This design comes from an exercise in tuning for small area on the open sky130 flow, not from production work. Only simulation tests tie the RTL to the original design; equivalence was not proved. The clock input has no modelled driver; a real chip could not lean on it and would need a root buffer or a full tree. Power is estimated from default activity; no workload was simulated.

==> v35 <==
==> flow/design.v <==
module fir4c_fig11_42 #(parameter w=16)(
  input                clk,
                       reset,
  input        [w-1:0] a,
  output logic [w+1:0] s);
  logic [w-1:0] ar, br, cr, dr;
  logic [w-1:0] s1;            
  logic [w  :0] c1;
  logic [w  :0] s2;            
  logic [w+1:0] c2;
  logic [w+1:0] sum;
  always_comb begin
    c1[0] = 1'b0;
    c2[0] = 1'b0;
    for (int i=0; i<w; i++)
      {c1[i+1], s1[i]} = ar[i] + br[i] + cr[i];
    for (int i=0; i<w; i++)
      {c2[i+1], s2[i]} = s1[i] + c1[i] + dr[i];
    s2[w]   = c1[w];
    c2[w+1] = 1'b0;
  end
  logic [w+1:0] x, y, p, g;
  assign x = {1'b0, s2};
  assign y = c2;
  assign p = x ^ y;
  assign g = x & y;
  wire gg1 = g[1] | (p[1] & g[0]);
  wire pp1 = p[1] & p[0];
  wire gg2 = g[3] | (p[3] & g[2]);
  wire pp2 = p[3] & p[2];
  wire gg3 = g[5] | (p[5] & g[4]);
  wire pp3 = p[5] & p[4];
  wire gg4 = g[7] | (p[7] & g[6]);
  wire pp4 = p[7] & p[6];
  wire gg5 = g[9] | (p[9] & g[8]);
  wire pp5 = p[9] & p[8];
  wire gg6 = g[11] | (p[11] & g[10]);
  wire pp6 = p[11] & p[10];
  wire gg7 = g[13] | (p[13] & g[12]);
  wire pp7 = p[13] & p[12];
  wire gg8 = g[15] | (p[15] & g[14]);
  wire pp8 = p[15] & p[14];
  wire gg9 = g[17] | (p[17] & g[16]);
  wire pp9 = p[17] & p[16];
  wire gg10 = gg2 | (pp2 & gg1);
  wire pp10 = pp2 & pp1;
  wire gg11 = gg4 | (pp4 & gg3);
  wire pp11 = pp4 & pp3;
  wire gg12 = gg6 | (pp6 & gg5);
  wire pp12 = pp6 & pp5;
  wire gg13 = gg8 | (pp8 & gg7);
  wire pp13 = pp8 & pp7;
  wire gg14 = gg11 | (pp11 & gg10);
  wire pp14 = pp11 & pp10;
  wire gg15 = gg13 | (pp13 & gg12);
  wire pp15 = pp13 & pp12;
  wire gg16 = gg15 | (pp15 & gg14);
  wire pp16 = pp15 & pp14;
  wire gg17 = gg12 | (pp12 & gg14);
  wire pp17 = pp12 & pp14;
  wire gg18 = gg3 | (pp3 & gg10);
  wire pp18 = pp3 & pp10;
  wire gg19 = gg5 | (pp5 & gg14);
  wire pp19 = pp5 & pp14;
  wire gg20 = gg7 | (pp7 & gg17);
  wire pp20 = pp7 & pp17;
  wire gg21 = gg9 | (pp9 & gg16);
  wire pp21 = pp9 & pp16;
  wire gg22 = g[2] | (p[2] & gg1);
  wire pp22 = p[2] & pp1;
  wire gg23 = g[4] | (p[4] & gg10);
  wire pp23 = p[4] & pp10;
  wire gg24 = g[6] | (p[6] & gg18);
  wire pp24 = p[6] & pp18;
  wire gg25 = g[8] | (p[8] & gg14);
  wire pp25 = p[8] & pp14;
  wire gg26 = g[10] | (p[10] & gg19);
  wire pp26 = p[10] & pp19;
  wire gg27 = g[12] | (p[12] & gg17);
  wire pp27 = p[12] & pp17;
  wire gg28 = g[14] | (p[14] & gg20);
  wire pp28 = p[14] & pp20;
  wire gg29 = g[16] | (p[16] & gg16);
  wire pp29 = p[16] & pp16;
  assign sum[0] = p[0];
  assign sum[1] = p[1] ^ g[0];
  assign sum[2] = p[2] ^ gg1;
  assign sum[3] = p[3] ^ gg22;
  assign sum[4] = p[4] ^ gg10;
  assign sum[5] = p[5] ^ gg23;
  assign sum[6] = p[6] ^ gg18;
  assign sum[7] = p[7] ^ gg24;
  assign sum[8] = p[8] ^ gg14;
  assign sum[9] = p[9] ^ gg25;
  assign sum[10] = p[10] ^ gg19;
  assign sum[11] = p[11] ^ gg26;
  assign sum[12] = p[12] ^ gg17;
  assign sum[13] = p[13] ^ gg27;
  assign sum[14] = p[14] ^ gg20;
  assign sum[15] = p[15] ^ gg28;
  assign sum[16] = p[16] ^ gg16;
  assign sum[17] = p[17] ^ gg29;
  always_ff @(posedge clk)
    if (reset) begin
      ar <= '0; br <= '0; cr <= '0; dr <= '0; s <= '0;
    end else begin
      ar <= a; br <= ar; cr <= br; dr <= cr; s <= sum;
    end
endmodule
==> flow/flow/run.sh <==
#!/bin/bash
# Standard ORFS layout with smaller port buffers and a lighter clock tree.
set -euo pipefail
export BUFFER_PORTS_ARGS="-buffer_cell sky130_fd_sc_hd__buf_1"
export CTS_ARGS="-sink_clustering_enable -repair_clock_nets -dont_use_dummy_load -buf_list sky130_fd_sc_hd__clkbuf_4 -sink_clustering_size 40 -sink_clustering_max_diameter 80"
bash standard.sh > flow_make.log 2>&1
==> flow/standard.sh <==
#!/bin/bash
# synth_recipe.tcl (not shown) runs the flow's synth.tcl, then flattens the netlist and writes it again
# the make line also repeats each setting of config.mk as NAME=value (left out here)
make -C /OpenROAD-flow-scripts/flow DESIGN_CONFIG=/design/flow/config.mk WORK_HOME=/design/flow/orfs CLKGATE_MAP_FILE= SYNTH_SCRIPT=/design/flow/synth_recipe.tcl "${@:-finish}"
==> flow/config.mk <==
export PLATFORM = sky130hd
export DESIGN_NAME = fir4c_fig11_42
export DESIGN_NICKNAME = fir4c_fig11_42
export VERILOG_FILES = /design/flow/design.v
export SDC_FILE = /design/flow/constraint.sdc
export NUM_CORES = 4
export LEC_CHECK = 0
export CAP_MARGIN = 20
export CORE_MARGIN = 2
export CORE_UTILIZATION = 60
export PLACE_DENSITY = 0.7
export SLEW_MARGIN = 20
==> flow/constraint.sdc <==
create_clock -name core_clock -period 3.2 [get_ports {clk}]
set_input_delay 0.6400 -clock core_clock [delete_from_list [all_inputs] [get_ports {clk}]]
set_output_delay 0.6400 -clock core_clock [all_outputs]
set_load 0.01 [all_outputs]
==> v24 (differences from v35) <==
==> flow/design.v (replaced) <==
module fir4c_fig11_42 #(parameter w=16)(
  input                       clk, 
                              reset,
  input        [w-1:0] a, 		 
  output logic [w+1:0] s);		 
  logic        signed [w-1:0] ar, br, cr, dr;
  logic         [w-1:0] csa4_s;    
  logic         [w  :0] csa4_c;
  logic         [w  :0] csa5_s;    
  logic         [w+1:0] csa5_c;
  logic         [w+1:0] sum;	   
  always_comb begin
    csa4_c[0] = 0;                 
    csa5_c[0] = 0; 
    for(int i=0; i<w; i++)
      {csa4_c[i+1],csa4_s[i]} = ar[i]+br[i]+cr[i];
    for(int i=0; i<w; i++)
      {csa5_c[i+1],csa5_s[i]} = csa4_c[i]+csa4_s[i]+dr[i];
    csa5_s[w] = csa4_c[w];	       
    csa5_c[w+1] = 0;
    sum = csa5_c + csa5_s;         
  end
  always_ff @(posedge clk)			 
    if(reset) begin					 
	  ar <= 'b0;
	  br <= 'b0;
	  cr <= 'b0;
	  dr <= 'b0;
	  s  <= 'b0;
    end
    else begin					     
	  ar <= a;
	  br <= ar;
	  cr <= br;
	  dr <= cr;
	  s  <= sum; 
	end
endmodule
==> flow/flow/run.sh (replaced) <==
#!/bin/bash
# Standard ORFS layout with smaller port buffers and a lighter clock tree.
set -euo pipefail
export BUFFER_PORTS_ARGS="-buffer_cell sky130_fd_sc_hd__buf_1"
export CTS_ARGS="-sink_clustering_enable -repair_clock_nets -dont_use_dummy_load -buf_list {sky130_fd_sc_hd__clkbuf_2 sky130_fd_sc_hd__clkbuf_4}"
bash standard.sh > flow_make.log 2>&1
==> summary of the runs <==
v35 ran to the end with violations: setup timing. v24 went through all stages and came out clean.
In sequential cell count, v35 and v24 do not differ.
Between v35 and v24, the lower via count is in v35 (gap about 12%, measured against v24).
Of v24 and v35, v24 has the higher combinational power (gap 9.2%, measured against v35).
In v24 the clock skew is lower than in v35, by 1.6 ps.
Of v24 and v35, v35 has the higher critical path depth (gap 1).
In v24 the setup slack is better than in v35, by 180 ps.
Against v24, the maximum frequency of v35 is lower by 5.7%.
Against v24, the clock power of v35 is lower by about 1%.
Cell count: v35 is smaller than v24 (about 8%).
Against v35, the non-clock buffer count of v24 is lower by 4.

* * *

==> inputs of job 7399 <==
Starting RTL as in the previous note.
clock: 3.2 ns
lec_check: 0
abc_clock_period_in_ps: 3700
cap_margin: 20
core_margin: 2
core_utilization: 60
place_density: 0.7
slew_margin: 20
standard.sh (not shown) runs the stock make flow with config.mk's settings and CLKGATE_MAP_FILE= SYNTH_SCRIPT=/design/flow/synth_recipe.tcl, a recipe that flattens the netlist after the stock synthesis.
==> flow/flow/run.sh <==
#!/bin/bash
# Standard ORFS layout with buf_1 port buffers and a hand-built clock tree
# (flow/cts_hook.tcl) in place of TritonCTS.
set -euo pipefail
here=$(pwd)
export BUFFER_PORTS_ARGS="-buffer_cell sky130_fd_sc_hd__buf_1"
export PRE_CTS_TCL=$here/flow/cts_hook.tcl
export CLK_ROOT_BUF=sky130_fd_sc_hd__clkbuf_4
export CLK_LEAF_BUF=sky130_fd_sc_hd__clkbuf_8
export CLK_NLEAF=3
export CLK_SKEW_CHAIN="sky130_fd_sc_hd__clkdlybuf4s50_1"
export CLK_S_LEAF_BUF=sky130_fd_sc_hd__clkbuf_8
bash standard.sh > flow_make.log 2>&1
==> flow/flow/cts_hook.tcl <==
# Sourced before CTS. Replaces TritonCTS with a small hand-built clock tree.
# A root buffer on the clock port drives CLK_NLEAF leaf buffers, one per
# cluster of delay-line registers (clustered by place), and a chain of
# CLK_SKEW_CHAIN buffers that ends in one leaf buffer for the output-sum
# registers s[*]. The chain's delay gives the adder between the delay line
# and s more time; the s -> output paths have slack to spare.
rename clock_tree_synthesis my_tritoncts

proc my_center {iterms} {
  set sx 0.0; set sy 0.0
  foreach it $iterms {
    set b [[$it getInst] getBBox]
    set sx [expr {$sx + ([$b xMin] + [$b xMax]) / 2.0}]
    set sy [expr {$sy + ([$b yMin] + [$b yMax]) / 2.0}]
  }
  set n [llength $iterms]
  return [list [expr {$sx / $n}] [expr {$sy / $n}]]
}

proc my_xy {it} {
  set b [[$it getInst] getBBox]
  return [list [expr {([$b xMin] + [$b xMax]) / 2.0}] [expr {([$b yMin] + [$b yMax]) / 2.0}]]
}

# k-means on sink positions; returns a list of k lists of iterms
proc my_cluster {iterms k} {
  set pts {}
  foreach it $iterms { lappend pts [my_xy $it] }
  set n [llength $iterms]
  set sorted [lsort -real -index 0 [lmap p $pts i [lsearch -all $pts *] {list [lindex $p 0] $i}]]
  set cent {}
  for {set c 0} {$c < $k} {incr c} {
    set i [lindex $sorted [expr {int(($c + 0.5) * $n / $k)}] 1]
    lappend cent [lindex $pts $i]
  }
  for {set iter 0} {$iter < 50} {incr iter} {
    set asg {}
    foreach p $pts {
      set best 0; set bd 1e30
      for {set c 0} {$c < $k} {incr c} {
        set d [expr {abs([lindex $p 0] - [lindex $cent $c 0]) + abs([lindex $p 1] - [lindex $cent $c 1])}]
        if {$d < $bd} { set bd $d; set best $c }
      }
      lappend asg $best
    }
    set new {}
    for {set c 0} {$c < $k} {incr c} {
      set sx 0.0; set sy 0.0; set m 0
      foreach p $pts a $asg { if {$a == $c} { set sx [expr {$sx + [lindex $p 0]}]; set sy [expr {$sy + [lindex $p 1]}]; incr m } }
      if {$m > 0} { lappend new [list [expr {$sx / $m}] [expr {$sy / $m}]] } else { lappend new [lindex $cent $c] }
    }
    set cent $new
  }
  set groups {}
  for {set c 0} {$c < $k} {incr c} {
    set g {}
    foreach it $iterms a $asg { if {$a == $c} { lappend g $it } }
    if {[llength $g]} { lappend groups $g }
  }
  return $groups
}

proc my_buf {master name in_net loc} {
  set db [ord::get_db]
  set block [ord::get_db_block]
  set inst [odb::dbInst_create $block [$db findMaster $master] $name]
  set out [odb::dbNet_create $block ${name}_net]
  $out setSigType CLOCK
  [$inst findITerm A] connect $in_net
  [$inst findITerm X] connect $out
  $inst setLocation [expr {int([lindex $loc 0])}] [expr {int([lindex $loc 1])}]
  $inst setPlacementStatus PLACED
  return $out
}

proc clock_tree_synthesis {args} {
  set block [ord::get_db_block]
  set clk [$block findNet clk]
  set rs {}
  set ss {}
  foreach it [$clk getITerms] {
    if {[regexp {^s\\?\[} [[$it getInst] getName]]} { lappend ss $it } else { lappend rs $it }
  }
  set groups [my_cluster $rs $::env(CLK_NLEAF)]
  puts "clock tree: [llength $rs] delay-line sinks in [llength $groups] clusters, [llength $ss] skewed sinks"
  set all [concat $rs $ss]
  foreach it $all { $it disconnect }
  set root_net [my_buf $::env(CLK_ROOT_BUF) clkroot $clk [my_center $all]]
  set i 0
  foreach g $groups {
    set n [my_buf $::env(CLK_LEAF_BUF) clkleaf$i $root_net [my_center $g]]
    foreach it $g { $it connect $n }
    incr i
  }
  set n $root_net
  set sc [my_center $ss]
  set j 0
  foreach m $::env(CLK_SKEW_CHAIN) {
    set n [my_buf $m clkskew$j $n $sc]
    incr j
  }
  set n [my_buf $::env(CLK_S_LEAF_BUF) clksleaf $n $sc]
  foreach it $ss { $it connect $n }
  set_propagated_clock [all_clocks]
}
==> job 6857: changes against job 7399 <==
==> flow/flow/run.sh (replaced) <==
#!/bin/bash
# Standard ORFS layout with smaller port buffers and a lighter clock tree.
set -euo pipefail
export BUFFER_PORTS_ARGS="-buffer_cell sky130_fd_sc_hd__buf_1"
export CTS_ARGS="-sink_clustering_enable -repair_clock_nets -dont_use_dummy_load -buf_list sky130_fd_sc_hd__clkbuf_4 -sink_clustering_size 40 -sink_clustering_max_diameter 80"
bash standard.sh > flow_make.log 2>&1
ABC_CLOCK_PERIOD_IN_PS = default   (was 3700)
SETUP_SLACK_MARGIN = 0.1   (was default)
removed: flow/flow/cts_hook.tcl
==> results list <==
* Result of the run: complete, but fails checks
- Layout check fault list: negative setup slack
- Part of the total power dissipated in the clock network: 23.1%
- Number of DRC markers after the initial detailed-route iteration: 58
- Setup repair after global routing could not meet its margin everywhere.
- Post-route worst setup slack: -0.0971 ns
- Routed length on met2: 2.46 mm
- Summed over all layers, the routed wires come to 4.91 mm.
- Setup violations remaining at the end of the flow were counted as 5.
# the run above: job 6857

==> results list <==
* Post-route worst setup slack: 0.395 ns
- The first routing iteration left 38 violations.
- The clock network burns 24.5% of the power.
- Result of the run: finished clean
- Setup violations remaining at the end of the flow were counted as 0.
- Unrepaired setup endpoints after global routing: false
- In the detailed route, the total length drawn on met2 is 2.19 mm.
# the run above: job 7399

In job 7399 the design's own scripts or RTL, not TritonCTS, make the clock network.

port drivers added, routing unchanged:
How much do the figures lean on ideal ports? The routed layouts below were timed once more, with nothing changed but the port constraints. Step 1 sets driving cells, clkbuf_16 on the clock port and buf_2 on the other inputs (assumed; they add their load-dependent delay and slew). Step 2, shift: input delay + t, output delay - t, t = (earliest + latest rising clock arrival at the registers) / 2. This alone moves slack from input paths to output paths. Slacks: ideal / step 1 / step 2; pairs: ideal / step 1.
run | t, ns | setup WS [ns] | worst hold slack (ns) | clock arrival spread, ns
v35 | 0.417 | -0.021 / -0.021 / -0.021 | 0.418 / 0.415 / 0.464 | 0.028 / 0.029
v24 | 0.441 | 0.163 / 0.163 / 0.163 | 0.399 / 0.393 / 0.483 | 0.027 / 0.027
job 7399 | 0.630 | 0.395 / 0.395 / 0.395 | 0.121 / 0.121 / 0.121 | 0.501 / 0.502
job 6857 | 0.423 | -0.097 / -0.097 / -0.097 | 0.412 / 0.407 / 0.459 | 0.033 / 0.033
Clock arrivals are far apart in job 7399, so t is only a midpoint there and step 2 fits no single register.
